Context: an optimization exercise on an open-source flow, tuned for small area and a short achievable clock period. The choices shown serve that exercise and are no tape-out recipe. Where RTL was checked, it was by simulation tests only, not by an equivalence proof against the original. For run 2, only the layout was checked, not whether the RTL still works.

==> flow/design.v, too long to show whole: its modules and the start of the top module <==
// module FIR_Filter_16tap: 272 lines
// module DFF: 14 lines
// module hyd_mul16_4chain: 165 lines
// module hyd_adr32: 50 lines
// module ling_adder16_en: 63 lines
// module sparse_kogge_stone_adder_16_en: 164 lines
module FIR_Filter_16tap #(parameter N = 16)(
    input clk, reset, enable,
    input [N-1:0] data_in,
    output reg [31:0] data_out   
);
  // ...
==> flow/run.sh <==
#!/bin/bash
# synth_recipe.tcl (not shown) runs the flow's synth.tcl, then flattens the netlist and writes it again
# the make line also repeats each setting of config.mk as NAME=value (left out here)
make -C /OpenROAD-flow-scripts/flow DESIGN_CONFIG=/design/flow/config.mk WORK_HOME=/design/flow/orfs CLKGATE_MAP_FILE= SYNTH_SCRIPT=/design/flow/synth_recipe.tcl finish
==> flow/config.mk <==
export PLATFORM = sky130hd
export DESIGN_NAME = FIR_Filter_16tap
export DESIGN_NICKNAME = FIR_Filter_16tap
export VERILOG_FILES = /design/flow/design.v
export SDC_FILE = /design/flow/constraint.sdc
export NUM_CORES = 4
export LEC_CHECK = 0
export CAP_MARGIN = 20
export CORE_MARGIN = 2
export CORE_UTILIZATION = 40
export SLEW_MARGIN = 20
==> flow/constraint.sdc <==
create_clock -name core_clock -period 16.0 [get_ports {clk}]
set_input_delay 3.2000 -clock core_clock [delete_from_list [all_inputs] [get_ports {clk}]]
set_output_delay 3.2000 -clock core_clock [all_outputs]
set_load 0.01 [all_outputs]
==> summary.md, run 1 <==
| Metric | Value |
|---|---|
| Worst Hold Launch | DFF9.Q_reg[8] |
| Storage cell area | 5350 um^2 |
| Worst hold path class | reg2reg |
| DR WL/cell | 14.2 um |
| Yosys warns | 6 |
| Initial Utilization | 40.4% |
| Root buf cell | clkbuf_16 |
| Worst-Margin Slew | 1.13 ns |
| Clock buf/inv share | 3.82% |
| Most common cell in the netlist | fa_1 |
| Crit path capture | data_out[24] |
| First-pass GRT wire length | 94700 um |
| Inverter count | 227 |
| Outcome | no timing/DRC/antenna violations |
| Vias per inst | 4.68 |
| Post-synthesis cell type count | 63 |
| Finished Core Util | 44.6% |
| Violation count after the first detailed-route iteration | 882 |
| Top reg by flops | data_out |
| Critical path's slowest cell | fa_1 |
| FFs & Latches | 267 |
| Synth Cell Area | 27600 um^2 |
| Cell row count | 96 |
| Tap Count | 882 |
| GRT busiest layer | met2 |
| Final instance area | 30500 um^2 |
| Most common cell after layout, fill and taps aside | fa_1 |
| Max incr delay on CP | 0.49 ns |
| Top cells by count, synth | fa_1, nand2b_1, nor2_1 |
| Total Wirelength | 53600 um |
| Clkbuf count | 48 |
| Hold Crit Depth | 2 |
| ANT nets after route | 0 |
| Synth Area in Simple Gates | 23.8% |
| Max Used Layer | met4 |
| Die Wd | 267 um |
==> run 2, diff against run 1 <==
==> flow/design.v (replaced) <==
module FIR_Filter_16tap #(parameter N = 16)(
    input clk, reset, enable,
    input [N-1:0] data_in,
    output [31:0] data_out
);
  wire clr = reset | ~enable;
  wire clrn = ~clr;
  reg [15:0] x1;
  reg [15:0] x2;
  reg [15:0] x3;
  reg [15:0] x4;
  reg [15:0] xn5;
  reg [15:0] xn6;
  reg [15:0] xn7;
  reg [15:0] xn8;
  reg [15:0] xn9;
  reg [15:0] xn10;
  reg [15:0] xn11;
  reg [15:0] x12;
  reg [15:0] x13;
  reg [15:0] x14;
  reg [15:0] x15;
  reg [15:0] x16;
  reg [15:0] x17;
  reg [24:0] y1, y2n;
  wire [24:0] ra, rb, sum;
  wire t1;
  wire t2;
  wire t3;
  wire t4;
  wire t5;
  wire t6;
  wire t7;
  wire t8;
  wire t9;
  wire t10;
  wire t11;
  wire t12;
  wire t13;
  wire t14;
  wire t15;
  wire t16;
  wire t17;
  wire t18;
  wire t19;
  wire t20;
  wire t21;
  wire t22;
  wire t23;
  wire t24;
  wire t25;
  wire t26;
  wire t27;
  wire t28;
  wire t29;
  wire t30;
  wire t31;
  wire t32;
  wire t33;
  wire t34;
  wire t35;
  wire t36;
  wire t37;
  wire t38;
  wire t39;
  wire t40;
  wire t41;
  wire t42;
  wire t43;
  wire t44;
  wire t45;
  wire t46;
  wire t47;
  wire t48;
  wire t49;
  wire t50;
  wire t51;
  wire t52;
  wire t53;
  wire t54;
  wire t55;
  wire t56;
  wire t57;
  wire t58;
  wire t59;
  wire t60;
  wire t61;
  wire t62;
  wire t63;
  wire t64;
  wire t65;
  wire t66;
  wire t67;
  wire t68;
  wire t69;
  wire t70;
  wire t71;
  wire t72;
  wire t73;
  wire t74;
  wire t75;
  wire t76;
  wire t77;
  wire t78;
  wire t79;
  wire t80;
  wire t81;
  wire t82;
  wire t83;
  wire t84;
  wire t85;
  wire t86;
  wire t87;
  wire t88;
  wire t89;
  wire t90;
  wire t91;
  wire t92;
  wire t93;
  wire t94;
  wire t95;
  wire t96;
  wire t97;
  wire t98;
  wire t99;
  wire t100;
  wire t101;
  wire t102;
  wire t103;
  wire t104;
  wire t105;
  wire t106;
  wire t107;
  wire t108;
  wire t109;
  wire t110;
  wire t111;
  wire t112;
  wire t113;
  wire t114;
  wire t115;
  wire t116;
  wire t117;
  wire t118;
  wire t119;
  wire t120;
  wire t121;
  wire t122;
  wire t123;
  wire t124;
  wire t125;
  wire t126;
  wire t127;
  wire t128;
  wire t129;
  wire t130;
  wire t131;
  wire t132;
  wire t133;
  wire t134;
  wire t135;
  wire t136;
  wire t137;
  wire t138;
  wire t139;
  wire t140;
  wire t141;
  wire t142;
  wire t143;
  wire t144;
  wire t145;
  wire t146;
  wire t147;
  wire t148;
  wire t149;
  wire t150;
  wire t151;
  wire t152;
  wire t153;
  wire t154;
  wire t155;
  wire t156;
  wire t157;
  wire t158;
  wire t159;
  wire t160;
  wire t161;
  wire t162;
  wire t163;
  wire t164;
  wire t165;
  wire t166;
  wire t167;
  wire t168;
  wire t169;
  wire t170;
  wire t171;
  wire t172;
  wire t173;
  wire t174;
  wire t175;
  wire t176;
  wire t177;
  wire t178;
  wire t179;
  wire t180;
  wire t181;
  wire t182;
  wire t183;
  wire t184;
  wire t185;
  wire t186;
  wire t187;
  wire t188;
  wire t189;
  wire t190;
  wire t191;
  wire t192;
  wire t193;
  wire t194;
  wire t195;
  wire t196;
  wire t197;
  wire t198;
  wire t199;
  wire t200;
  wire t201;
  wire t202;
  wire t203;
  wire t204;
  wire t205;
  wire t206;
  wire t207;
  wire t208;
  wire t209;
  wire t210;
  wire t211;
  wire t212;
  wire t213;
  wire t214;
  wire t215;
  wire t216;
  wire t217;
  wire t218;
  wire t219;
  wire t220;
  wire t221;
  wire t222;
  wire t223;
  wire t224;
  wire t225;
  wire t226;
  wire t227;
  wire t228;
  wire t229;
  wire t230;
  wire t231;
  wire t232;
  wire t233;
  wire t234;
  wire t235;
  wire t236;
  wire t237;
  wire t238;
  wire t239;
  wire t240;
  wire t241;
  wire t242;
  wire t243;
  wire t244;
  wire t245;
  wire t246;
  wire t247;
  wire t248;
  wire t249;
  wire t250;
  wire t251;
  wire t252;
  wire t253;
  wire t254;
  wire t255;
  wire t256;
  wire t257;
  wire t258;
  wire t259;
  wire t260;
  wire t261;
  wire t262;
  wire t263;
  wire t264;
  wire t265;
  wire t266;
  wire t267;
  wire t268;
  wire t269;
  wire t270;
  wire t271;
  wire t272;
  wire t273;
  wire t274;
  wire t275;
  wire t276;
  wire t277;
  wire t278;
  wire t279;
  wire t280;
  wire t281;
  wire t282;
  wire t283;
  wire t284;
  wire t285;
  wire t286;
  wire t287;
  wire t288;
  wire t289;
  wire t290;
  wire t291;
  wire t292;
  wire t293;
  wire t294;
  wire t295;
  wire t296;
  wire t297;
  wire t298;
  wire t299;
  wire t300;
  wire t301;
  wire t302;
  wire t303;
  wire t304;
  wire t305;
  wire t306;
  wire t307;
  wire t308;
  wire t309;
  wire t310;
  wire t311;
  wire t312;
  wire t313;
  wire t314;
  wire t315;
  wire t316;
  wire t317;
  wire t318;
  wire t319;
  wire t320;
  wire t321;
  wire t322;
  wire t323;
  wire t324;
  wire t325;
  wire t326;
  wire t327;
  wire t328;
  wire t329;
  wire t330;
  wire t331;
  wire t332;
  wire t333;
  wire t334;
  wire t335;
  wire t336;
  wire t337;
  wire t338;
  wire t339;
  wire t340;
  wire t341;
  wire t342;
  wire t343;
  wire t344;
  wire t345;
  wire t346;
  wire t347;
  wire t348;
  wire t349;
  wire t350;
  wire t351;
  wire t352;
  wire t353;
  wire t354;
  wire t355;
  wire t356;
  wire t357;
  wire t358;
  wire t359;
  wire t360;
  wire t361;
  wire t362;
  wire t363;
  wire t364;
  wire t365;
  wire t366;
  wire t367;
  wire t368;
  wire t369;
  wire t370;
  wire t371;
  wire t372;
  wire t373;
  wire t374;
  wire t375;
  wire t376;
  wire t377;
  wire t378;
  wire t379;
  wire t380;
  wire t381;
  wire t382;
  wire t383;
  wire t384;
  wire t385;
  wire t386;
  wire t387;
  wire t388;
  wire t389;
  wire t390;
  wire t391;
  wire t392;
  wire t393;
  wire t394;
  wire t395;
  wire t396;
  wire t397;
  wire t398;
  wire t399;
  wire t400;
  wire t401;
  wire t402;
  wire t403;
  wire t404;
  wire t405;
  wire t406;
  wire t407;
  wire t408;
  wire t409;
  wire t410;
  wire t411;
  wire t412;
  wire t413;
  wire t414;
  wire t415;
  wire t416;
  wire t417;
  wire t418;
  wire t419;
  wire t420;
  wire t421;
  wire t422;
  wire t423;
  wire t424;
  wire t425;
  wire t426;
  wire t427;
  wire t428;
  wire t429;
  wire t430;
  wire t431;
  wire t432;
  wire t433;
  wire t434;
  wire t435;
  wire t436;
  wire t437;
  wire t438;
  wire t439;
  wire t440;
  wire t441;
  wire t442;
  wire t443;
  wire t444;
  wire t445;
  wire t446;
  wire t447;
  wire t448;
  wire t449;
  wire t450;
  wire t451;
  wire t452;
  wire t453;
  wire t454;
  wire t455;
  wire t456;
  wire t457;
  wire t458;
  wire t459;
  wire t460;
  wire t461;
  wire t462;
  wire t463;
  wire t464;
  wire t465;
  wire t466;
  wire t467;
  wire t468;
  wire t469;
  wire t470;
  wire t471;
  wire t472;
  wire t473;
  wire t474;
  wire t475;
  wire t476;
  wire t477;
  wire t478;
  wire t479;
  wire t480;
  wire t481;
  wire t482;
  wire t483;
  wire t484;
  wire t485;
  wire t486;
  wire t487;
  wire t488;
  wire t489;
  wire t490;
  wire t491;
  wire t492;
  wire t493;
  wire t494;
  wire t495;
  wire t496;
  wire t497;
  wire t498;
  wire t499;
  wire t500;
  wire t501;
  wire t502;
  wire t503;
  wire t504;
  wire t505;
  wire t506;
  wire t507;
  wire t508;
  wire t509;
  wire t510;
  wire t511;
  wire t512;
  wire t513;
  wire t514;
  wire t515;
  wire t516;
  wire t517;
  wire t518;
  wire t519;
  wire t520;
  wire t521;
  wire t522;
  wire t523;
  wire t524;
  wire t525;
  wire t526;
  wire t527;
  wire t528;
  wire t529;
  wire t530;
  wire t531;
  wire t532;
  wire t533;
  wire t534;
  wire t535;
  wire t536;
  wire t537;
  wire t538;
  wire t539;
  wire t540;
  wire t541;
  wire t542;
  wire t543;
  wire t544;
  wire t545;
  wire t546;
  wire t547;
  wire t548;
  wire t549;
  wire t550;
  wire t551;
  wire t552;
  wire t553;
  wire t554;
  wire t555;
  wire t556;
  wire t557;
  wire t558;
  wire t559;
  wire t560;
  wire t561;
  wire t562;
  wire t563;
  wire t564;
  wire t565;
  wire t566;
  wire t567;
  wire t568;
  wire t569;
  wire t570;
  wire t571;
  wire t572;
  wire t573;
  wire t574;
  wire t575;
  wire t576;
  wire t577;
  wire t578;
  wire t579;
  wire t580;
  wire t581;
  wire t582;
  wire t583;
  wire t584;
  wire t585;
  wire t586;
  wire t587;
  wire t588;
  wire t589;
  wire t590;
  wire t591;
  wire t592;
  wire t593;
  wire t594;
  wire t595;
  wire t596;
  wire t597;
  wire t598;
  wire t599;
  wire t600;
  wire t601;
  wire t602;
  wire t603;
  wire t604;
  wire t605;
  wire t606;
  wire t607;
  wire t608;
  assign t1 = 1'b1 ^ x1[0] ^ x2[0];
  assign t2 = (1'b1 & x1[0]) | (1'b1 & x2[0]) | (x1[0] & x2[0]);
  assign t3 = x3[0] ^ x4[0] ^ xn6[0];
  assign t4 = (x3[0] & x4[0]) | (x3[0] & xn6[0]) | (x4[0] & xn6[0]);
  assign t5 = xn11[0] ^ x13[0] ^ x14[0];
  assign t6 = (xn11[0] & x13[0]) | (xn11[0] & x14[0]) | (x13[0] & x14[0]);
  assign t7 = x15[0] ^ x16[0] ^ x17[0];
  assign t8 = (x15[0] & x16[0]) | (x15[0] & x17[0]) | (x16[0] & x17[0]);
  assign t9 = y2n[0] ^ t1 ^ t3;
  assign t10 = (y2n[0] & t1) | (y2n[0] & t3) | (t1 & t3);
  assign t11 = t5 ^ t7 ^ t9;
  assign t12 = (t5 & t7) | (t5 & t9) | (t7 & t9);
  assign t13 = 1'b1 ^ x1[1] ^ x2[1];
  assign t14 = (1'b1 & x1[1]) | (1'b1 & x2[1]) | (x1[1] & x2[1]);
  assign t15 = x3[1] ^ x4[1] ^ xn6[1];
  assign t16 = (x3[1] & x4[1]) | (x3[1] & xn6[1]) | (x4[1] & xn6[1]);
  assign t17 = xn7[0] ^ xn10[0] ^ xn11[1];
  assign t18 = (xn7[0] & xn10[0]) | (xn7[0] & xn11[1]) | (xn10[0] & xn11[1]);
  assign t19 = x13[1] ^ x14[1] ^ x15[1];
  assign t20 = (x13[1] & x14[1]) | (x13[1] & x15[1]) | (x14[1] & x15[1]);
  assign t21 = x16[1] ^ x17[1] ^ x17[0];
  assign t22 = (x16[1] & x17[1]) | (x16[1] & x17[0]) | (x17[1] & x17[0]);
  assign t23 = y1[0] ^ y2n[1] ^ t2;
  assign t24 = (y1[0] & y2n[1]) | (y1[0] & t2) | (y2n[1] & t2);
  assign t25 = t4 ^ t6 ^ t8;
  assign t26 = (t4 & t6) | (t4 & t8) | (t6 & t8);
  assign t27 = t13 ^ t15 ^ t17;
  assign t28 = (t13 & t15) | (t13 & t17) | (t15 & t17);
  assign t29 = t19 ^ t21 ^ t10;
  assign t30 = (t19 & t21) | (t19 & t10) | (t21 & t10);
  assign t31 = t23 ^ t25 ^ t27;
  assign t32 = (t23 & t25) | (t23 & t27) | (t25 & t27);
  assign t33 = t12 ^ t29 ^ t31;
  assign t34 = (t12 & t29) | (t12 & t31) | (t29 & t31);
  assign t35 = t33 ^ data_in[1] ^ data_in[0];
  assign t36 = (t33 & data_in[1]) | (t33 & data_in[0]) | (data_in[1] & data_in[0]);
  assign t37 = 1'b1 ^ x1[2] ^ x2[2];
  assign t38 = (1'b1 & x1[2]) | (1'b1 & x2[2]) | (x1[2] & x2[2]);
  assign t39 = x3[2] ^ x4[2] ^ xn6[2];
  assign t40 = (x3[2] & x4[2]) | (x3[2] & xn6[2]) | (x4[2] & xn6[2]);
  assign t41 = xn7[1] ^ xn8[0] ^ xn9[0];
  assign t42 = (xn7[1] & xn8[0]) | (xn7[1] & xn9[0]) | (xn8[0] & xn9[0]);
  assign t43 = xn10[1] ^ xn11[2] ^ x13[2];
  assign t44 = (xn10[1] & xn11[2]) | (xn10[1] & x13[2]) | (xn11[2] & x13[2]);
  assign t45 = x14[2] ^ x15[2] ^ x16[2];
  assign t46 = (x14[2] & x15[2]) | (x14[2] & x16[2]) | (x15[2] & x16[2]);
  assign t47 = x17[2] ^ x17[1] ^ y1[1];
  assign t48 = (x17[2] & x17[1]) | (x17[2] & y1[1]) | (x17[1] & y1[1]);
  assign t49 = y2n[2] ^ t14 ^ t16;
  assign t50 = (y2n[2] & t14) | (y2n[2] & t16) | (t14 & t16);
  assign t51 = t18 ^ t20 ^ t22;
  assign t52 = (t18 & t20) | (t18 & t22) | (t20 & t22);
  assign t53 = t37 ^ t39 ^ t41;
  assign t54 = (t37 & t39) | (t37 & t41) | (t39 & t41);
  assign t55 = t43 ^ t45 ^ t47;
  assign t56 = (t43 & t45) | (t43 & t47) | (t45 & t47);
  assign t57 = t24 ^ t26 ^ t28;
  assign t58 = (t24 & t26) | (t24 & t28) | (t26 & t28);
  assign t59 = t49 ^ t51 ^ t53;
  assign t60 = (t49 & t51) | (t49 & t53) | (t51 & t53);
  assign t61 = t55 ^ t30 ^ t32;
  assign t62 = (t55 & t30) | (t55 & t32) | (t30 & t32);
  assign t63 = t57 ^ t59 ^ t61;
  assign t64 = (t57 & t59) | (t57 & t61) | (t59 & t61);
  assign t65 = t34 ^ t63 ^ data_in[2];
  assign t66 = (t34 & t63) | (t34 & data_in[2]) | (t63 & data_in[2]);
  assign t67 = data_in[1] ^ t36 ^ t65;
  assign t68 = (data_in[1] & t36) | (data_in[1] & t65) | (t36 & t65);
  assign t69 = 1'b1 ^ x1[3] ^ x2[3];
  assign t70 = (1'b1 & x1[3]) | (1'b1 & x2[3]) | (x1[3] & x2[3]);
  assign t71 = x3[3] ^ x4[3] ^ xn6[3];
  assign t72 = (x3[3] & x4[3]) | (x3[3] & xn6[3]) | (x4[3] & xn6[3]);
  assign t73 = xn7[2] ^ xn8[1] ^ xn9[1];
  assign t74 = (xn7[2] & xn8[1]) | (xn7[2] & xn9[1]) | (xn8[1] & xn9[1]);
  assign t75 = xn10[2] ^ xn11[3] ^ x13[3];
  assign t76 = (xn10[2] & xn11[3]) | (xn10[2] & x13[3]) | (xn11[3] & x13[3]);
  assign t77 = x14[3] ^ x15[3] ^ x16[3];
  assign t78 = (x14[3] & x15[3]) | (x14[3] & x16[3]) | (x15[3] & x16[3]);
  assign t79 = x17[3] ^ x17[2] ^ y1[2];
  assign t80 = (x17[3] & x17[2]) | (x17[3] & y1[2]) | (x17[2] & y1[2]);
  assign t81 = y2n[3] ^ t38 ^ t40;
  assign t82 = (y2n[3] & t38) | (y2n[3] & t40) | (t38 & t40);
  assign t83 = t42 ^ t44 ^ t46;
  assign t84 = (t42 & t44) | (t42 & t46) | (t44 & t46);
  assign t85 = t48 ^ t69 ^ t71;
  assign t86 = (t48 & t69) | (t48 & t71) | (t69 & t71);
  assign t87 = t73 ^ t75 ^ t77;
  assign t88 = (t73 & t75) | (t73 & t77) | (t75 & t77);
  assign t89 = t79 ^ t50 ^ t52;
  assign t90 = (t79 & t50) | (t79 & t52) | (t50 & t52);
  assign t91 = t54 ^ t56 ^ t81;
  assign t92 = (t54 & t56) | (t54 & t81) | (t56 & t81);
  assign t93 = t83 ^ t85 ^ t87;
  assign t94 = (t83 & t85) | (t83 & t87) | (t85 & t87);
  assign t95 = t58 ^ t89 ^ t60;
  assign t96 = (t58 & t89) | (t58 & t60) | (t89 & t60);
  assign t97 = t91 ^ t93 ^ t62;
  assign t98 = (t91 & t93) | (t91 & t62) | (t93 & t62);
  assign t99 = t95 ^ t64 ^ t97;
  assign t100 = (t95 & t64) | (t95 & t97) | (t64 & t97);
  assign t101 = t99 ^ data_in[3] ^ data_in[2];
  assign t102 = (t99 & data_in[3]) | (t99 & data_in[2]) | (data_in[3] & data_in[2]);
  assign t103 = t66 ^ t101 ^ t68;
  assign t104 = (t66 & t101) | (t66 & t68) | (t101 & t68);
  assign t105 = x1[4] ^ x2[4] ^ x3[4];
  assign t106 = (x1[4] & x2[4]) | (x1[4] & x3[4]) | (x2[4] & x3[4]);
  assign t107 = x4[4] ^ xn6[4] ^ xn7[3];
  assign t108 = (x4[4] & xn6[4]) | (x4[4] & xn7[3]) | (xn6[4] & xn7[3]);
  assign t109 = xn8[2] ^ xn9[2] ^ xn10[3];
  assign t110 = (xn8[2] & xn9[2]) | (xn8[2] & xn10[3]) | (xn9[2] & xn10[3]);
  assign t111 = xn11[4] ^ x13[4] ^ x14[4];
  assign t112 = (xn11[4] & x13[4]) | (xn11[4] & x14[4]) | (x13[4] & x14[4]);
  assign t113 = x15[4] ^ x16[4] ^ x17[4];
  assign t114 = (x15[4] & x16[4]) | (x15[4] & x17[4]) | (x16[4] & x17[4]);
  assign t115 = x17[3] ^ y1[3] ^ y2n[4];
  assign t116 = (x17[3] & y1[3]) | (x17[3] & y2n[4]) | (y1[3] & y2n[4]);
  assign t117 = t70 ^ t72 ^ t74;
  assign t118 = (t70 & t72) | (t70 & t74) | (t72 & t74);
  assign t119 = t76 ^ t78 ^ t80;
  assign t120 = (t76 & t78) | (t76 & t80) | (t78 & t80);
  assign t121 = t105 ^ t107 ^ t109;
  assign t122 = (t105 & t107) | (t105 & t109) | (t107 & t109);
  assign t123 = t111 ^ t113 ^ t115;
  assign t124 = (t111 & t113) | (t111 & t115) | (t113 & t115);
  assign t125 = t82 ^ t84 ^ t86;
  assign t126 = (t82 & t84) | (t82 & t86) | (t84 & t86);
  assign t127 = t88 ^ t117 ^ t119;
  assign t128 = (t88 & t117) | (t88 & t119) | (t117 & t119);
  assign t129 = t121 ^ t123 ^ t90;
  assign t130 = (t121 & t123) | (t121 & t90) | (t123 & t90);
  assign t131 = t92 ^ t94 ^ t125;
  assign t132 = (t92 & t94) | (t92 & t125) | (t94 & t125);
  assign t133 = t127 ^ t129 ^ t96;
  assign t134 = (t127 & t129) | (t127 & t96) | (t129 & t96);
  assign t135 = t131 ^ t98 ^ t133;
  assign t136 = (t131 & t98) | (t131 & t133) | (t98 & t133);
  assign t137 = t100 ^ t135 ^ data_in[4];
  assign t138 = (t100 & t135) | (t100 & data_in[4]) | (t135 & data_in[4]);
  assign t139 = data_in[3] ^ t102 ^ t137;
  assign t140 = (data_in[3] & t102) | (data_in[3] & t137) | (t102 & t137);
  assign t141 = x1[5] ^ x2[5] ^ x3[5];
  assign t142 = (x1[5] & x2[5]) | (x1[5] & x3[5]) | (x2[5] & x3[5]);
  assign t143 = x4[5] ^ xn6[5] ^ xn7[4];
  assign t144 = (x4[5] & xn6[5]) | (x4[5] & xn7[4]) | (xn6[5] & xn7[4]);
  assign t145 = xn8[3] ^ xn9[3] ^ xn10[4];
  assign t146 = (xn8[3] & xn9[3]) | (xn8[3] & xn10[4]) | (xn9[3] & xn10[4]);
  assign t147 = xn11[5] ^ x13[5] ^ x14[5];
  assign t148 = (xn11[5] & x13[5]) | (xn11[5] & x14[5]) | (x13[5] & x14[5]);
  assign t149 = x15[5] ^ x16[5] ^ x17[5];
  assign t150 = (x15[5] & x16[5]) | (x15[5] & x17[5]) | (x16[5] & x17[5]);
  assign t151 = x17[4] ^ y1[4] ^ y2n[5];
  assign t152 = (x17[4] & y1[4]) | (x17[4] & y2n[5]) | (y1[4] & y2n[5]);
  assign t153 = t106 ^ t108 ^ t110;
  assign t154 = (t106 & t108) | (t106 & t110) | (t108 & t110);
  assign t155 = t112 ^ t114 ^ t116;
  assign t156 = (t112 & t114) | (t112 & t116) | (t114 & t116);
  assign t157 = t141 ^ t143 ^ t145;
  assign t158 = (t141 & t143) | (t141 & t145) | (t143 & t145);
  assign t159 = t147 ^ t149 ^ t151;
  assign t160 = (t147 & t149) | (t147 & t151) | (t149 & t151);
  assign t161 = t118 ^ t120 ^ t122;
  assign t162 = (t118 & t120) | (t118 & t122) | (t120 & t122);
  assign t163 = t124 ^ t153 ^ t155;
  assign t164 = (t124 & t153) | (t124 & t155) | (t153 & t155);
  assign t165 = t157 ^ t159 ^ t126;
  assign t166 = (t157 & t159) | (t157 & t126) | (t159 & t126);
  assign t167 = t128 ^ t161 ^ t163;
  assign t168 = (t128 & t161) | (t128 & t163) | (t161 & t163);
  assign t169 = t130 ^ t165 ^ t132;
  assign t170 = (t130 & t165) | (t130 & t132) | (t165 & t132);
  assign t171 = t167 ^ t134 ^ t169;
  assign t172 = (t167 & t134) | (t167 & t169) | (t134 & t169);
  assign t173 = t136 ^ t171 ^ data_in[5];
  assign t174 = (t136 & t171) | (t136 & data_in[5]) | (t171 & data_in[5]);
  assign t175 = data_in[4] ^ t138 ^ t173;
  assign t176 = (data_in[4] & t138) | (data_in[4] & t173) | (t138 & t173);
  assign t177 = x1[6] ^ x2[6] ^ x3[6];
  assign t178 = (x1[6] & x2[6]) | (x1[6] & x3[6]) | (x2[6] & x3[6]);
  assign t179 = x4[6] ^ xn6[6] ^ xn7[5];
  assign t180 = (x4[6] & xn6[6]) | (x4[6] & xn7[5]) | (xn6[6] & xn7[5]);
  assign t181 = xn8[4] ^ xn9[4] ^ xn10[5];
  assign t182 = (xn8[4] & xn9[4]) | (xn8[4] & xn10[5]) | (xn9[4] & xn10[5]);
  assign t183 = xn11[6] ^ x13[6] ^ x14[6];
  assign t184 = (xn11[6] & x13[6]) | (xn11[6] & x14[6]) | (x13[6] & x14[6]);
  assign t185 = x15[6] ^ x16[6] ^ x17[6];
  assign t186 = (x15[6] & x16[6]) | (x15[6] & x17[6]) | (x16[6] & x17[6]);
  assign t187 = x17[5] ^ y1[5] ^ y2n[6];
  assign t188 = (x17[5] & y1[5]) | (x17[5] & y2n[6]) | (y1[5] & y2n[6]);
  assign t189 = t142 ^ t144 ^ t146;
  assign t190 = (t142 & t144) | (t142 & t146) | (t144 & t146);
  assign t191 = t148 ^ t150 ^ t152;
  assign t192 = (t148 & t150) | (t148 & t152) | (t150 & t152);
  assign t193 = t177 ^ t179 ^ t181;
  assign t194 = (t177 & t179) | (t177 & t181) | (t179 & t181);
  assign t195 = t183 ^ t185 ^ t187;
  assign t196 = (t183 & t185) | (t183 & t187) | (t185 & t187);
  assign t197 = t154 ^ t156 ^ t158;
  assign t198 = (t154 & t156) | (t154 & t158) | (t156 & t158);
  assign t199 = t160 ^ t189 ^ t191;
  assign t200 = (t160 & t189) | (t160 & t191) | (t189 & t191);
  assign t201 = t193 ^ t195 ^ t162;
  assign t202 = (t193 & t195) | (t193 & t162) | (t195 & t162);
  assign t203 = t164 ^ t197 ^ t199;
  assign t204 = (t164 & t197) | (t164 & t199) | (t197 & t199);
  assign t205 = t166 ^ t201 ^ t168;
  assign t206 = (t166 & t201) | (t166 & t168) | (t201 & t168);
  assign t207 = t203 ^ t170 ^ t205;
  assign t208 = (t203 & t170) | (t203 & t205) | (t170 & t205);
  assign t209 = t172 ^ t207 ^ data_in[6];
  assign t210 = (t172 & t207) | (t172 & data_in[6]) | (t207 & data_in[6]);
  assign t211 = data_in[5] ^ t174 ^ t209;
  assign t212 = (data_in[5] & t174) | (data_in[5] & t209) | (t174 & t209);
  assign t213 = x1[7] ^ x2[7] ^ x3[7];
  assign t214 = (x1[7] & x2[7]) | (x1[7] & x3[7]) | (x2[7] & x3[7]);
  assign t215 = x4[7] ^ xn6[7] ^ xn7[6];
  assign t216 = (x4[7] & xn6[7]) | (x4[7] & xn7[6]) | (xn6[7] & xn7[6]);
  assign t217 = xn8[5] ^ xn9[5] ^ xn10[6];
  assign t218 = (xn8[5] & xn9[5]) | (xn8[5] & xn10[6]) | (xn9[5] & xn10[6]);
  assign t219 = xn11[7] ^ x13[7] ^ x14[7];
  assign t220 = (xn11[7] & x13[7]) | (xn11[7] & x14[7]) | (x13[7] & x14[7]);
  assign t221 = x15[7] ^ x16[7] ^ x17[7];
  assign t222 = (x15[7] & x16[7]) | (x15[7] & x17[7]) | (x16[7] & x17[7]);
  assign t223 = x17[6] ^ y1[6] ^ y2n[7];
  assign t224 = (x17[6] & y1[6]) | (x17[6] & y2n[7]) | (y1[6] & y2n[7]);
  assign t225 = t178 ^ t180 ^ t182;
  assign t226 = (t178 & t180) | (t178 & t182) | (t180 & t182);
  assign t227 = t184 ^ t186 ^ t188;
  assign t228 = (t184 & t186) | (t184 & t188) | (t186 & t188);
  assign t229 = t213 ^ t215 ^ t217;
  assign t230 = (t213 & t215) | (t213 & t217) | (t215 & t217);
  assign t231 = t219 ^ t221 ^ t223;
  assign t232 = (t219 & t221) | (t219 & t223) | (t221 & t223);
  assign t233 = t190 ^ t192 ^ t194;
  assign t234 = (t190 & t192) | (t190 & t194) | (t192 & t194);
  assign t235 = t196 ^ t225 ^ t227;
  assign t236 = (t196 & t225) | (t196 & t227) | (t225 & t227);
  assign t237 = t229 ^ t231 ^ t198;
  assign t238 = (t229 & t231) | (t229 & t198) | (t231 & t198);
  assign t239 = t200 ^ t233 ^ t235;
  assign t240 = (t200 & t233) | (t200 & t235) | (t233 & t235);
  assign t241 = t202 ^ t237 ^ t204;
  assign t242 = (t202 & t237) | (t202 & t204) | (t237 & t204);
  assign t243 = t239 ^ t206 ^ t241;
  assign t244 = (t239 & t206) | (t239 & t241) | (t206 & t241);
  assign t245 = t208 ^ t243 ^ data_in[7];
  assign t246 = (t208 & t243) | (t208 & data_in[7]) | (t243 & data_in[7]);
  assign t247 = data_in[6] ^ t210 ^ t245;
  assign t248 = (data_in[6] & t210) | (data_in[6] & t245) | (t210 & t245);
  assign t249 = x1[8] ^ x2[8] ^ x3[8];
  assign t250 = (x1[8] & x2[8]) | (x1[8] & x3[8]) | (x2[8] & x3[8]);
  assign t251 = x4[8] ^ xn6[8] ^ xn7[7];
  assign t252 = (x4[8] & xn6[8]) | (x4[8] & xn7[7]) | (xn6[8] & xn7[7]);
  assign t253 = xn8[6] ^ xn9[6] ^ xn10[7];
  assign t254 = (xn8[6] & xn9[6]) | (xn8[6] & xn10[7]) | (xn9[6] & xn10[7]);
  assign t255 = xn11[8] ^ x13[8] ^ x14[8];
  assign t256 = (xn11[8] & x13[8]) | (xn11[8] & x14[8]) | (x13[8] & x14[8]);
  assign t257 = x15[8] ^ x16[8] ^ x17[8];
  assign t258 = (x15[8] & x16[8]) | (x15[8] & x17[8]) | (x16[8] & x17[8]);
  assign t259 = x17[7] ^ y1[7] ^ y2n[8];
  assign t260 = (x17[7] & y1[7]) | (x17[7] & y2n[8]) | (y1[7] & y2n[8]);
  assign t261 = t214 ^ t216 ^ t218;
  assign t262 = (t214 & t216) | (t214 & t218) | (t216 & t218);
  assign t263 = t220 ^ t222 ^ t224;
  assign t264 = (t220 & t222) | (t220 & t224) | (t222 & t224);
  assign t265 = t249 ^ t251 ^ t253;
  assign t266 = (t249 & t251) | (t249 & t253) | (t251 & t253);
  assign t267 = t255 ^ t257 ^ t259;
  assign t268 = (t255 & t257) | (t255 & t259) | (t257 & t259);
  assign t269 = t226 ^ t228 ^ t230;
  assign t270 = (t226 & t228) | (t226 & t230) | (t228 & t230);
  assign t271 = t232 ^ t261 ^ t263;
  assign t272 = (t232 & t261) | (t232 & t263) | (t261 & t263);
  assign t273 = t265 ^ t267 ^ t234;
  assign t274 = (t265 & t267) | (t265 & t234) | (t267 & t234);
  assign t275 = t236 ^ t269 ^ t271;
  assign t276 = (t236 & t269) | (t236 & t271) | (t269 & t271);
  assign t277 = t238 ^ t273 ^ t240;
  assign t278 = (t238 & t273) | (t238 & t240) | (t273 & t240);
  assign t279 = t275 ^ t242 ^ t277;
  assign t280 = (t275 & t242) | (t275 & t277) | (t242 & t277);
  assign t281 = t244 ^ t279 ^ data_in[8];
  assign t282 = (t244 & t279) | (t244 & data_in[8]) | (t279 & data_in[8]);
  assign t283 = data_in[7] ^ t246 ^ t281;
  assign t284 = (data_in[7] & t246) | (data_in[7] & t281) | (t246 & t281);
  assign t285 = x1[9] ^ x2[9] ^ x3[9];
  assign t286 = (x1[9] & x2[9]) | (x1[9] & x3[9]) | (x2[9] & x3[9]);
  assign t287 = x4[9] ^ xn6[9] ^ xn7[8];
  assign t288 = (x4[9] & xn6[9]) | (x4[9] & xn7[8]) | (xn6[9] & xn7[8]);
  assign t289 = xn8[7] ^ xn9[7] ^ xn10[8];
  assign t290 = (xn8[7] & xn9[7]) | (xn8[7] & xn10[8]) | (xn9[7] & xn10[8]);
  assign t291 = xn11[9] ^ x13[9] ^ x14[9];
  assign t292 = (xn11[9] & x13[9]) | (xn11[9] & x14[9]) | (x13[9] & x14[9]);
  assign t293 = x15[9] ^ x16[9] ^ x17[9];
  assign t294 = (x15[9] & x16[9]) | (x15[9] & x17[9]) | (x16[9] & x17[9]);
  assign t295 = x17[8] ^ y1[8] ^ y2n[9];
  assign t296 = (x17[8] & y1[8]) | (x17[8] & y2n[9]) | (y1[8] & y2n[9]);
  assign t297 = t250 ^ t252 ^ t254;
  assign t298 = (t250 & t252) | (t250 & t254) | (t252 & t254);
  assign t299 = t256 ^ t258 ^ t260;
  assign t300 = (t256 & t258) | (t256 & t260) | (t258 & t260);
  assign t301 = t285 ^ t287 ^ t289;
  assign t302 = (t285 & t287) | (t285 & t289) | (t287 & t289);
  assign t303 = t291 ^ t293 ^ t295;
  assign t304 = (t291 & t293) | (t291 & t295) | (t293 & t295);
  assign t305 = t262 ^ t264 ^ t266;
  assign t306 = (t262 & t264) | (t262 & t266) | (t264 & t266);
  assign t307 = t268 ^ t297 ^ t299;
  assign t308 = (t268 & t297) | (t268 & t299) | (t297 & t299);
  assign t309 = t301 ^ t303 ^ t270;
  assign t310 = (t301 & t303) | (t301 & t270) | (t303 & t270);
  assign t311 = t272 ^ t305 ^ t307;
  assign t312 = (t272 & t305) | (t272 & t307) | (t305 & t307);
  assign t313 = t274 ^ t309 ^ t276;
  assign t314 = (t274 & t309) | (t274 & t276) | (t309 & t276);
  assign t315 = t311 ^ t278 ^ t313;
  assign t316 = (t311 & t278) | (t311 & t313) | (t278 & t313);
  assign t317 = t280 ^ t315 ^ data_in[9];
  assign t318 = (t280 & t315) | (t280 & data_in[9]) | (t315 & data_in[9]);
  assign t319 = data_in[8] ^ t282 ^ t317;
  assign t320 = (data_in[8] & t282) | (data_in[8] & t317) | (t282 & t317);
  assign t321 = x1[10] ^ x2[10] ^ x3[10];
  assign t322 = (x1[10] & x2[10]) | (x1[10] & x3[10]) | (x2[10] & x3[10]);
  assign t323 = x4[10] ^ xn6[10] ^ xn7[9];
  assign t324 = (x4[10] & xn6[10]) | (x4[10] & xn7[9]) | (xn6[10] & xn7[9]);
  assign t325 = xn8[8] ^ xn9[8] ^ xn10[9];
  assign t326 = (xn8[8] & xn9[8]) | (xn8[8] & xn10[9]) | (xn9[8] & xn10[9]);
  assign t327 = xn11[10] ^ x13[10] ^ x14[10];
  assign t328 = (xn11[10] & x13[10]) | (xn11[10] & x14[10]) | (x13[10] & x14[10]);
  assign t329 = x15[10] ^ x16[10] ^ x17[10];
  assign t330 = (x15[10] & x16[10]) | (x15[10] & x17[10]) | (x16[10] & x17[10]);
  assign t331 = x17[9] ^ y1[9] ^ y2n[10];
  assign t332 = (x17[9] & y1[9]) | (x17[9] & y2n[10]) | (y1[9] & y2n[10]);
  assign t333 = t286 ^ t288 ^ t290;
  assign t334 = (t286 & t288) | (t286 & t290) | (t288 & t290);
  assign t335 = t292 ^ t294 ^ t296;
  assign t336 = (t292 & t294) | (t292 & t296) | (t294 & t296);
  assign t337 = t321 ^ t323 ^ t325;
  assign t338 = (t321 & t323) | (t321 & t325) | (t323 & t325);
  assign t339 = t327 ^ t329 ^ t331;
  assign t340 = (t327 & t329) | (t327 & t331) | (t329 & t331);
  assign t341 = t298 ^ t300 ^ t302;
  assign t342 = (t298 & t300) | (t298 & t302) | (t300 & t302);
  assign t343 = t304 ^ t333 ^ t335;
  assign t344 = (t304 & t333) | (t304 & t335) | (t333 & t335);
  assign t345 = t337 ^ t339 ^ t306;
  assign t346 = (t337 & t339) | (t337 & t306) | (t339 & t306);
  assign t347 = t308 ^ t341 ^ t343;
  assign t348 = (t308 & t341) | (t308 & t343) | (t341 & t343);
  assign t349 = t310 ^ t345 ^ t312;
  assign t350 = (t310 & t345) | (t310 & t312) | (t345 & t312);
  assign t351 = t347 ^ t314 ^ t349;
  assign t352 = (t347 & t314) | (t347 & t349) | (t314 & t349);
  assign t353 = t316 ^ t351 ^ data_in[10];
  assign t354 = (t316 & t351) | (t316 & data_in[10]) | (t351 & data_in[10]);
  assign t355 = data_in[9] ^ t318 ^ t353;
  assign t356 = (data_in[9] & t318) | (data_in[9] & t353) | (t318 & t353);
  assign t357 = x1[11] ^ x2[11] ^ x3[11];
  assign t358 = (x1[11] & x2[11]) | (x1[11] & x3[11]) | (x2[11] & x3[11]);
  assign t359 = x4[11] ^ xn6[11] ^ xn7[10];
  assign t360 = (x4[11] & xn6[11]) | (x4[11] & xn7[10]) | (xn6[11] & xn7[10]);
  assign t361 = xn8[9] ^ xn9[9] ^ xn10[10];
  assign t362 = (xn8[9] & xn9[9]) | (xn8[9] & xn10[10]) | (xn9[9] & xn10[10]);
  assign t363 = xn11[11] ^ x13[11] ^ x14[11];
  assign t364 = (xn11[11] & x13[11]) | (xn11[11] & x14[11]) | (x13[11] & x14[11]);
  assign t365 = x15[11] ^ x16[11] ^ x17[11];
  assign t366 = (x15[11] & x16[11]) | (x15[11] & x17[11]) | (x16[11] & x17[11]);
  assign t367 = x17[10] ^ y1[10] ^ y2n[11];
  assign t368 = (x17[10] & y1[10]) | (x17[10] & y2n[11]) | (y1[10] & y2n[11]);
  assign t369 = t322 ^ t324 ^ t326;
  assign t370 = (t322 & t324) | (t322 & t326) | (t324 & t326);
  assign t371 = t328 ^ t330 ^ t332;
  assign t372 = (t328 & t330) | (t328 & t332) | (t330 & t332);
  assign t373 = t357 ^ t359 ^ t361;
  assign t374 = (t357 & t359) | (t357 & t361) | (t359 & t361);
  assign t375 = t363 ^ t365 ^ t367;
  assign t376 = (t363 & t365) | (t363 & t367) | (t365 & t367);
  assign t377 = t334 ^ t336 ^ t338;
  assign t378 = (t334 & t336) | (t334 & t338) | (t336 & t338);
  assign t379 = t340 ^ t369 ^ t371;
  assign t380 = (t340 & t369) | (t340 & t371) | (t369 & t371);
  assign t381 = t373 ^ t375 ^ t342;
  assign t382 = (t373 & t375) | (t373 & t342) | (t375 & t342);
  assign t383 = t344 ^ t377 ^ t379;
  assign t384 = (t344 & t377) | (t344 & t379) | (t377 & t379);
  assign t385 = t346 ^ t381 ^ t348;
  assign t386 = (t346 & t381) | (t346 & t348) | (t381 & t348);
  assign t387 = t383 ^ t350 ^ t385;
  assign t388 = (t383 & t350) | (t383 & t385) | (t350 & t385);
  assign t389 = t352 ^ t387 ^ data_in[11];
  assign t390 = (t352 & t387) | (t352 & data_in[11]) | (t387 & data_in[11]);
  assign t391 = data_in[10] ^ t354 ^ t389;
  assign t392 = (data_in[10] & t354) | (data_in[10] & t389) | (t354 & t389);
  assign t393 = x1[12] ^ x2[12] ^ x3[12];
  assign t394 = (x1[12] & x2[12]) | (x1[12] & x3[12]) | (x2[12] & x3[12]);
  assign t395 = x4[12] ^ xn6[12] ^ xn7[11];
  assign t396 = (x4[12] & xn6[12]) | (x4[12] & xn7[11]) | (xn6[12] & xn7[11]);
  assign t397 = xn8[10] ^ xn9[10] ^ xn10[11];
  assign t398 = (xn8[10] & xn9[10]) | (xn8[10] & xn10[11]) | (xn9[10] & xn10[11]);
  assign t399 = xn11[12] ^ x13[12] ^ x14[12];
  assign t400 = (xn11[12] & x13[12]) | (xn11[12] & x14[12]) | (x13[12] & x14[12]);
  assign t401 = x15[12] ^ x16[12] ^ x17[12];
  assign t402 = (x15[12] & x16[12]) | (x15[12] & x17[12]) | (x16[12] & x17[12]);
  assign t403 = x17[11] ^ y1[11] ^ y2n[12];
  assign t404 = (x17[11] & y1[11]) | (x17[11] & y2n[12]) | (y1[11] & y2n[12]);
  assign t405 = t358 ^ t360 ^ t362;
  assign t406 = (t358 & t360) | (t358 & t362) | (t360 & t362);
  assign t407 = t364 ^ t366 ^ t368;
  assign t408 = (t364 & t366) | (t364 & t368) | (t366 & t368);
  assign t409 = t393 ^ t395 ^ t397;
  assign t410 = (t393 & t395) | (t393 & t397) | (t395 & t397);
  assign t411 = t399 ^ t401 ^ t403;
  assign t412 = (t399 & t401) | (t399 & t403) | (t401 & t403);
  assign t413 = t370 ^ t372 ^ t374;
  assign t414 = (t370 & t372) | (t370 & t374) | (t372 & t374);
  assign t415 = t376 ^ t405 ^ t407;
  assign t416 = (t376 & t405) | (t376 & t407) | (t405 & t407);
  assign t417 = t409 ^ t411 ^ t378;
  assign t418 = (t409 & t411) | (t409 & t378) | (t411 & t378);
  assign t419 = t380 ^ t413 ^ t415;
  assign t420 = (t380 & t413) | (t380 & t415) | (t413 & t415);
  assign t421 = t382 ^ t417 ^ t384;
  assign t422 = (t382 & t417) | (t382 & t384) | (t417 & t384);
  assign t423 = t419 ^ t386 ^ t421;
  assign t424 = (t419 & t386) | (t419 & t421) | (t386 & t421);
  assign t425 = t388 ^ t423 ^ data_in[12];
  assign t426 = (t388 & t423) | (t388 & data_in[12]) | (t423 & data_in[12]);
  assign t427 = data_in[11] ^ t390 ^ t425;
  assign t428 = (data_in[11] & t390) | (data_in[11] & t425) | (t390 & t425);
  assign t429 = x1[13] ^ x2[13] ^ x3[13];
  assign t430 = (x1[13] & x2[13]) | (x1[13] & x3[13]) | (x2[13] & x3[13]);
  assign t431 = x4[13] ^ xn6[13] ^ xn7[12];
  assign t432 = (x4[13] & xn6[13]) | (x4[13] & xn7[12]) | (xn6[13] & xn7[12]);
  assign t433 = xn8[11] ^ xn9[11] ^ xn10[12];
  assign t434 = (xn8[11] & xn9[11]) | (xn8[11] & xn10[12]) | (xn9[11] & xn10[12]);
  assign t435 = xn11[13] ^ x13[13] ^ x14[13];
  assign t436 = (xn11[13] & x13[13]) | (xn11[13] & x14[13]) | (x13[13] & x14[13]);
  assign t437 = x15[13] ^ x16[13] ^ x17[13];
  assign t438 = (x15[13] & x16[13]) | (x15[13] & x17[13]) | (x16[13] & x17[13]);
  assign t439 = x17[12] ^ y1[12] ^ y2n[13];
  assign t440 = (x17[12] & y1[12]) | (x17[12] & y2n[13]) | (y1[12] & y2n[13]);
  assign t441 = t394 ^ t396 ^ t398;
  assign t442 = (t394 & t396) | (t394 & t398) | (t396 & t398);
  assign t443 = t400 ^ t402 ^ t404;
  assign t444 = (t400 & t402) | (t400 & t404) | (t402 & t404);
  assign t445 = t429 ^ t431 ^ t433;
  assign t446 = (t429 & t431) | (t429 & t433) | (t431 & t433);
  assign t447 = t435 ^ t437 ^ t439;
  assign t448 = (t435 & t437) | (t435 & t439) | (t437 & t439);
  assign t449 = t406 ^ t408 ^ t410;
  assign t450 = (t406 & t408) | (t406 & t410) | (t408 & t410);
  assign t451 = t412 ^ t441 ^ t443;
  assign t452 = (t412 & t441) | (t412 & t443) | (t441 & t443);
  assign t453 = t445 ^ t447 ^ t414;
  assign t454 = (t445 & t447) | (t445 & t414) | (t447 & t414);
  assign t455 = t416 ^ t449 ^ t451;
  assign t456 = (t416 & t449) | (t416 & t451) | (t449 & t451);
  assign t457 = t418 ^ t453 ^ t420;
  assign t458 = (t418 & t453) | (t418 & t420) | (t453 & t420);
  assign t459 = t455 ^ t422 ^ t457;
  assign t460 = (t455 & t422) | (t455 & t457) | (t422 & t457);
  assign t461 = t424 ^ t459 ^ data_in[13];
  assign t462 = (t424 & t459) | (t424 & data_in[13]) | (t459 & data_in[13]);
  assign t463 = data_in[12] ^ t426 ^ t461;
  assign t464 = (data_in[12] & t426) | (data_in[12] & t461) | (t426 & t461);
  assign t465 = x1[14] ^ x2[14] ^ x3[14];
  assign t466 = (x1[14] & x2[14]) | (x1[14] & x3[14]) | (x2[14] & x3[14]);
  assign t467 = x4[14] ^ xn6[14] ^ xn7[13];
  assign t468 = (x4[14] & xn6[14]) | (x4[14] & xn7[13]) | (xn6[14] & xn7[13]);
  assign t469 = xn8[12] ^ xn9[12] ^ xn10[13];
  assign t470 = (xn8[12] & xn9[12]) | (xn8[12] & xn10[13]) | (xn9[12] & xn10[13]);
  assign t471 = xn11[14] ^ x13[14] ^ x14[14];
  assign t472 = (xn11[14] & x13[14]) | (xn11[14] & x14[14]) | (x13[14] & x14[14]);
  assign t473 = x15[14] ^ x16[14] ^ x17[14];
  assign t474 = (x15[14] & x16[14]) | (x15[14] & x17[14]) | (x16[14] & x17[14]);
  assign t475 = x17[13] ^ y1[13] ^ y2n[14];
  assign t476 = (x17[13] & y1[13]) | (x17[13] & y2n[14]) | (y1[13] & y2n[14]);
  assign t477 = t430 ^ t432 ^ t434;
  assign t478 = (t430 & t432) | (t430 & t434) | (t432 & t434);
  assign t479 = t436 ^ t438 ^ t440;
  assign t480 = (t436 & t438) | (t436 & t440) | (t438 & t440);
  assign t481 = t465 ^ t467 ^ t469;
  assign t482 = (t465 & t467) | (t465 & t469) | (t467 & t469);
  assign t483 = t471 ^ t473 ^ t475;
  assign t484 = (t471 & t473) | (t471 & t475) | (t473 & t475);
  assign t485 = t442 ^ t444 ^ t446;
  assign t486 = (t442 & t444) | (t442 & t446) | (t444 & t446);
  assign t487 = t448 ^ t477 ^ t479;
  assign t488 = (t448 & t477) | (t448 & t479) | (t477 & t479);
  assign t489 = t481 ^ t483 ^ t450;
  assign t490 = (t481 & t483) | (t481 & t450) | (t483 & t450);
  assign t491 = t452 ^ t485 ^ t487;
  assign t492 = (t452 & t485) | (t452 & t487) | (t485 & t487);
  assign t493 = t454 ^ t489 ^ t456;
  assign t494 = (t454 & t489) | (t454 & t456) | (t489 & t456);
  assign t495 = t491 ^ t458 ^ t493;
  assign t496 = (t491 & t458) | (t491 & t493) | (t458 & t493);
  assign t497 = t460 ^ t495 ^ data_in[14];
  assign t498 = (t460 & t495) | (t460 & data_in[14]) | (t495 & data_in[14]);
  assign t499 = data_in[13] ^ t462 ^ t497;
  assign t500 = (data_in[13] & t462) | (data_in[13] & t497) | (t462 & t497);
  assign t501 = x1[15] ^ x2[15] ^ x3[15];
  assign t502 = (x1[15] & x2[15]) | (x1[15] & x3[15]) | (x2[15] & x3[15]);
  assign t503 = x4[15] ^ xn6[15] ^ xn7[14];
  assign t504 = (x4[15] & xn6[15]) | (x4[15] & xn7[14]) | (xn6[15] & xn7[14]);
  assign t505 = xn8[13] ^ xn9[13] ^ xn10[14];
  assign t506 = (xn8[13] & xn9[13]) | (xn8[13] & xn10[14]) | (xn9[13] & xn10[14]);
  assign t507 = xn11[15] ^ x13[15] ^ x14[15];
  assign t508 = (xn11[15] & x13[15]) | (xn11[15] & x14[15]) | (x13[15] & x14[15]);
  assign t509 = x15[15] ^ x16[15] ^ x17[15];
  assign t510 = (x15[15] & x16[15]) | (x15[15] & x17[15]) | (x16[15] & x17[15]);
  assign t511 = x17[14] ^ y1[14] ^ y2n[15];
  assign t512 = (x17[14] & y1[14]) | (x17[14] & y2n[15]) | (y1[14] & y2n[15]);
  assign t513 = t466 ^ t468 ^ t470;
  assign t514 = (t466 & t468) | (t466 & t470) | (t468 & t470);
  assign t515 = t472 ^ t474 ^ t476;
  assign t516 = (t472 & t474) | (t472 & t476) | (t474 & t476);
  assign t517 = t501 ^ t503 ^ t505;
  assign t518 = (t501 & t503) | (t501 & t505) | (t503 & t505);
  assign t519 = t507 ^ t509 ^ t511;
  assign t520 = (t507 & t509) | (t507 & t511) | (t509 & t511);
  assign t521 = t478 ^ t480 ^ t482;
  assign t522 = (t478 & t480) | (t478 & t482) | (t480 & t482);
  assign t523 = t484 ^ t513 ^ t515;
  assign t524 = (t484 & t513) | (t484 & t515) | (t513 & t515);
  assign t525 = t517 ^ t519 ^ t486;
  assign t526 = (t517 & t519) | (t517 & t486) | (t519 & t486);
  assign t527 = t488 ^ t521 ^ t523;
  assign t528 = (t488 & t521) | (t488 & t523) | (t521 & t523);
  assign t529 = t490 ^ t525 ^ t492;
  assign t530 = (t490 & t525) | (t490 & t492) | (t525 & t492);
  assign t531 = t527 ^ t494 ^ t529;
  assign t532 = (t527 & t494) | (t527 & t529) | (t494 & t529);
  assign t533 = t496 ^ t531 ^ data_in[15];
  assign t534 = (t496 & t531) | (t496 & data_in[15]) | (t531 & data_in[15]);
  assign t535 = data_in[14] ^ t498 ^ t533;
  assign t536 = (data_in[14] & t498) | (data_in[14] & t533) | (t498 & t533);
  assign t537 = xn7[15] ^ xn8[14] ^ xn9[14];
  assign t538 = (xn7[15] & xn8[14]) | (xn7[15] & xn9[14]) | (xn8[14] & xn9[14]);
  assign t539 = xn10[15] ^ x17[15] ^ y1[15];
  assign t540 = (xn10[15] & x17[15]) | (xn10[15] & y1[15]) | (x17[15] & y1[15]);
  assign t541 = y2n[16] ^ t502 ^ t504;
  assign t542 = (y2n[16] & t502) | (y2n[16] & t504) | (t502 & t504);
  assign t543 = t506 ^ t508 ^ t510;
  assign t544 = (t506 & t508) | (t506 & t510) | (t508 & t510);
  assign t545 = t512 ^ t537 ^ t539;
  assign t546 = (t512 & t537) | (t512 & t539) | (t537 & t539);
  assign t547 = t514 ^ t516 ^ t518;
  assign t548 = (t514 & t516) | (t514 & t518) | (t516 & t518);
  assign t549 = t520 ^ t541 ^ t543;
  assign t550 = (t520 & t541) | (t520 & t543) | (t541 & t543);
  assign t551 = t545 ^ t522 ^ t524;
  assign t552 = (t545 & t522) | (t545 & t524) | (t522 & t524);
  assign t553 = t547 ^ t549 ^ t526;
  assign t554 = (t547 & t549) | (t547 & t526) | (t549 & t526);
  assign t555 = t551 ^ t528 ^ t553;
  assign t556 = (t551 & t528) | (t551 & t553) | (t528 & t553);
  assign t557 = t530 ^ t555 ^ t532;
  assign t558 = (t530 & t555) | (t530 & t532) | (t555 & t532);
  assign t559 = t557 ^ data_in[15] ^ t534;
  assign t560 = (t557 & data_in[15]) | (t557 & t534) | (data_in[15] & t534);
  assign t561 = 1'b1 ^ xn8[15] ^ xn9[15];
  assign t562 = (1'b1 & xn8[15]) | (1'b1 & xn9[15]) | (xn8[15] & xn9[15]);
  assign t563 = y1[16] ^ y2n[17] ^ t538;
  assign t564 = (y1[16] & y2n[17]) | (y1[16] & t538) | (y2n[17] & t538);
  assign t565 = t540 ^ t561 ^ t542;
  assign t566 = (t540 & t561) | (t540 & t542) | (t561 & t542);
  assign t567 = t544 ^ t546 ^ t563;
  assign t568 = (t544 & t546) | (t544 & t563) | (t546 & t563);
  assign t569 = t548 ^ t550 ^ t565;
  assign t570 = (t548 & t550) | (t548 & t565) | (t550 & t565);
  assign t571 = t567 ^ t552 ^ t569;
  assign t572 = (t567 & t552) | (t567 & t569) | (t552 & t569);
  assign t573 = t554 ^ t571 ^ t556;
  assign t574 = (t554 & t571) | (t554 & t556) | (t571 & t556);
  assign t575 = t573 ^ t558 ^ t560;
  assign t576 = (t573 & t558) | (t573 & t560) | (t558 & t560);
  assign t577 = y1[17] ^ y2n[18] ^ t562;
  assign t578 = (y1[17] & y2n[18]) | (y1[17] & t562) | (y2n[18] & t562);
  assign t579 = t564 ^ t577 ^ t566;
  assign t580 = (t564 & t577) | (t564 & t566) | (t577 & t566);
  assign t581 = t568 ^ t579 ^ t570;
  assign t582 = (t568 & t579) | (t568 & t570) | (t579 & t570);
  assign t583 = t572 ^ t581 ^ t574;
  assign t584 = (t572 & t581) | (t572 & t574) | (t581 & t574);
  assign t585 = y1[18] ^ y2n[19] ^ t578;
  assign t586 = (y1[18] & y2n[19]) | (y1[18] & t578) | (y2n[19] & t578);
  assign t587 = t585 ^ t580 ^ t582;
  assign t588 = (t585 & t580) | (t585 & t582) | (t580 & t582);
  assign t589 = 1'b1 ^ y1[19] ^ y2n[20];
  assign t590 = (1'b1 & y1[19]) | (1'b1 & y2n[20]) | (y1[19] & y2n[20]);
  assign t591 = t589 ^ t586 ^ t588;
  assign t592 = (t589 & t586) | (t589 & t588) | (t586 & t588);
  assign t593 = 1'b1 ^ y1[20] ^ y2n[21];
  assign t594 = (1'b1 & y1[20]) | (1'b1 & y2n[21]) | (y1[20] & y2n[21]);
  assign t595 = t590 ^ t593 ^ t592;
  assign t596 = (t590 & t593) | (t590 & t592) | (t593 & t592);
  assign t597 = 1'b1 ^ y1[21] ^ y2n[22];
  assign t598 = (1'b1 & y1[21]) | (1'b1 & y2n[22]) | (y1[21] & y2n[22]);
  assign t599 = t594 ^ t597 ^ t596;
  assign t600 = (t594 & t597) | (t594 & t596) | (t597 & t596);
  assign t601 = 1'b1 ^ y1[22] ^ y2n[23];
  assign t602 = (1'b1 & y1[22]) | (1'b1 & y2n[23]) | (y1[22] & y2n[23]);
  assign t603 = t598 ^ t601 ^ t600;
  assign t604 = (t598 & t601) | (t598 & t600) | (t601 & t600);
  assign t605 = 1'b1 ^ y1[23] ^ y2n[24];
  assign t606 = (1'b1 & y1[23]) | (1'b1 & y2n[24]) | (y1[23] & y2n[24]);
  assign t607 = t602 ^ t605 ^ t604;
  assign t608 = (t602 & t605) | (t602 & t604) | (t605 & t604);
  assign ra = {t607, t603, t599, t595, t591, t587, t583, t575, t536, t500, t464, t428, t392, t356, t320, t284, t248, t212, t176, t140, t139, t103, t67, t35, t11};
  assign rb = {1'b0, 1'b0, 1'b0, 1'b0, 1'b0, t584, t576, 1'b0, t559, t535, t499, t463, t427, t391, t355, t319, t283, t247, t211, t175, t104, 1'b0, 1'b0, 1'b0, data_in[0]};
  assign sum = ra + rb;
  always @(posedge clk) begin
    x1 <= data_in & {16{clrn}};
    x2 <= x1 & {16{clrn}};
    x3 <= x2 & {16{clrn}};
    x4 <= x3 & {16{clrn}};
    xn5 <= ~(x4 & {16{clrn}});
    xn6 <= xn5 | {16{clr}};
    xn7 <= xn6 | {16{clr}};
    xn8 <= xn7 | {16{clr}};
    xn9 <= xn8 | {16{clr}};
    xn10 <= xn9 | {16{clr}};
    xn11 <= xn10 | {16{clr}};
    x12 <= ~(xn11 | {16{clr}});
    x13 <= x12 & {16{clrn}};
    x14 <= x13 & {16{clrn}};
    x15 <= x14 & {16{clrn}};
    x16 <= x15 & {16{clrn}};
    x17 <= x16 & {16{clrn}};
    y1 <= sum & {25{clrn}};
    y2n <= ~(y1 & {25{clrn}});
  end
  assign data_out = {7'd0, y1};
endmodule
==> run 2 against run 1 <==
  * Register-to-register slack better by 6.5 ns
  * Design area is 38% lower
  * Sequential share of layout area is 16 points higher
  * Final cell count is 44% lower
  * Area after synthesis is 39% lower
  * Largest cell class unchanged
  * Highest routed layer unchanged
==> summary.md, run 2 <==
| Metric | Value |
|---|---|
| Total Wirelength | 29200 um (-45%) |
| Worst rel slew slack | 25.6% |
| Synth top area cells | dfxtp_1, fa_1, inv_1 |
| Resized cells post-CTS | 0 |
| Core Area | 41800 um^2 |
| Seq/Total Area, Yosys | 38.3% |
| Delay-heaviest family, CP | adder cells |
| CTS buffer count | 36 |
| Slew Limit Fails | 0 |
| Overall routing resource usage | 14.7% |
| Tcrit/Tclk final | 40.8% |
| Depth of the CTS H-tree | 2 |
| Syn avg cell area | 11.1 um^2 |
| Clock Latency Late Sink | 0.53 ns |
| Yosys warns | 1 (-5) |
| CP Capture Type | flip-flop |
| CP dominant cell by count | fa_1 |
| Top cell type's share of synthesized area | 38.3% |
| Most common cell in the netlist | inv_1 |
| Top cells by count, synth | inv_1, dfxtp_1, fa_1 |
| Routed vias | 9062 |
| CTS Hold Bufs | 0 |
| ANT nets after route | 0 (unchanged) |
| Worst EP arrival | 6.98 ns |
| Cell row count | 75 (-22%) |
| Clock transition at path regs | 0.06 ns |
| Most common cell after layout, fill and taps aside | inv_1 |
| Ys flop type | dfxtp_1 |
| Min Tclk post-route | 6.53 ns |
| Die Y | 209 um |
| Final setup viols | 0 |
| Vias per inst | 4.26 (-8.9%) |
| Crit path launch type | flip-flop |
| Layout cells sized above 1 | 4.29% |
| GRT Residual Overflow | 0 |
| Outcome | no timing/DRC/antenna violations |
| PortBufs | 43 |
| Synthesized flop and latch total | 322 |
| Finished Core Util | 45.4% (+0.86 points) |
| Multi-input gate area | 8760 um^2 |
| Root buf cell | clkbuf_16 |
| Unrepaired setup endpoints after global routing | false |
| Max incr delay on CP | 0.54 ns (+0.05 ns) |
| Placer congestion estimate | 0.811 |
| First drt pass iteration count | 4 |
| Synth Cell Area | 16800 um^2 (-39%) |
| Nets | 1898 |
| Storage cell area | 6450 um^2 (+21%) |
| # Max-Cap Violations | 0 |
| Die ar. | 43700 um^2 |
| Number of flops mapped to enable cells by yosys | 0 |
| Clock Path Buffers | 3 |
| CP Max Fanout | 6 |
| Initial antenna violation count | 0 |
| Post-synthesis cell type count | 51 (-19%) |
| Buf/Inv on CP | 2 |
| Largest regs | y1 x25, y2n x25 |
| Asr flop ratio synth | 0% |
| First-pass GRT wire length | 51100 um (-46%) |
| Post-synth top area cell | dfxtp_1 |
| Setup slack after layout | 9.47 ns |
| Area Growth Syn to Fin | 12.8% |
| Post-CTS Setup Inserts | 0 |
| Worst hold path class | reg2reg |
| Pre-CTS WS | 9.08 ns |
| Worst Skew | 0.0184 ns |
| DR WL/cell | 13.8 um (-3.1%) |
| Die Wd | 209 um (-22%) |
| Vias in the first global route | 10157 |
| Worst-Margin Slew | 1.12 ns (-0.0167 ns) |
| WS Path Type | reg2reg |
| Critical path's slowest cell | fa_1 |
| Setup TNS | 0 ns |
| Most frequent cells in the layout | inv_1, dfxtp_1, fa_1 |
| Synth Instances | 1521 |
| CTS sink cnt | 322 |
| CTS tree | built |
| Initial Utilization | 40.3% (-0.084 points) |
| CP required | 16.46 ns |
| Fillcell total | 3822 |
| Num ports | 51 |
| Peak Freq | 153 MHz |
| Final hold vios | 0 |
| Residual DRC | 0 |
| Antenna cell count | 0 |
| Largest net degree at the start of global routing | 261 |
| Post-detail-place hpwl | 22100 um |
| Violation count after the first detailed-route iteration | 405 (-54%) |
| Crit path cell chain | fa_1 > fa_1 > inv_1 > fa_1 > fa_1 > fa_1 > inv_1 > fa_1 > fa_1 > fa_1 > fa_1 > ha_1 > and3_1 > and2_0 > or4b_4 > a211oi_2 > mux2i_1 |
==> run 2: cell types whose count changed in the layout (fill, tap and decap cells not counted), sizes merged, moves of 23 or more <==
cell,previous run,this run
nand2b,455,65
nor2,365,64
fa,543,293
nand2,321,92
inv,229,379
ha,168,26
buf,72,1
dfxtp,267,322
nor2b,35,1
and2,92,117
o21ai,34,11
==> run 2: final timing paths <==
check / cells after the start / endpoint / start / slack, ns
worst max-delay path: 17 / y1[24] / y1[12] / 9.47
worst max register to register: 17 / y1[24] / y1[12] / 9.47
worst min register to register: 1 / xn5[15] / x4[15] / 0.38
worst min-delay path: 1 / xn5[15] / x4[15] / 0.38
==> run 2: metrics by stage <==
stage	cell area, um^2	hold WS (ns)	std cells
CTS	19000	0.381	2125
global placement	17700	0.364	2061
floorplan	16800	0.358	1527
finish	19000	0.378	2125
global route	19000	0.401	2125
detailed placement	17700	0.367	2061
==> run 2: logic make-up after synthesis <==
logic type / after synthesis / synth area share [%]
other: 1 / 0.0223
multiplexers: 4 / 0.238
adder cells (fa/ha/maj): 319 / 36.8
AO/OA/AOI/OAI: 62 / 2.52
AND/OR/NAND/NOR: 371 / 11.5
buffers and inverters: 428 / 9.85
XOR/XNOR: 14 / 0.729
flip-flops: 322 / 38.3
==> run 2: metal layers <==
metal | vias up | wire, um | global-route usage, %
met5 | - | 0 | 0
met4 | 0 | 636 | 3.82
met3 | 42 | 981 | 2.93
met2 | 71 | 14200 | 24.7
met1 | 4548 | 13400 | 19.6
li1 | 4401 | - | -
==> run 2: area by class of cell <==
class	count	share of cell area, %
Clock buffer	52	5.44
Multi-Input combinational cell	777	46.1
Inverter	379	7.50
Sequential cell	322	34.0
Timing Repair Buffer	44	2.37
Clock inverter	12	1.02
Tap cell	539	3.55
==> run 2: worst register-to-register path: stages, from the launching register on <==
cell	delay (ns)
dfxtp_1	0.35
fa_1	0.46
fa_1	0.54
inv_1	0.05
fa_1	0.50
fa_1	0.47
fa_1	0.54
inv_1	0.05
fa_1	0.44
fa_1	0.50
fa_1	0.41
fa_1	0.43
ha_1	0.37
and3_1	0.19
and2_0	0.17
or4b_4	0.51
a211oi_2	0.26
mux2i_1	0.19

-- re-timing with driven ports --
The results above use ideal ports. As a check the final layouts listed here were re-extracted and re-timed, cells and wires unchanged. Step 1 sets driving cells, clkbuf_16 on the clock port and buf_2 on the other inputs (assumed; they add their load-dependent delay and slew). Step 2, shift: input delay + t, output delay - t, t = (earliest + latest rising clock arrival at the registers) / 2. This alone moves slack from input paths to output paths. a / b / c = ideal / step 1 / step 2; a / b = the first two.
| run | t, ns | setup slack, ns | hold slack, ns | clock arrival spread, ns | pins driven straight from the clock port |
|---|---|---|---|---|---|
| run 1 | 0.598 | 0.560 / 0.379 / -0.219 | 0.465 / 0.465 / 0.465 | 0.020 / 0.020 | 1 |
| run 2 | 0.575 | 9.475 / 9.475 / 9.073 | 0.378 / 0.378 / 0.378 | 0.020 / 0.021 | 1 |
Met with ideal ports but missed after step 2: setup timing in run 1. The setup slack of run 1, which loses most, moves by -0.181 ns with the drivers and by -0.779 ns with both steps.
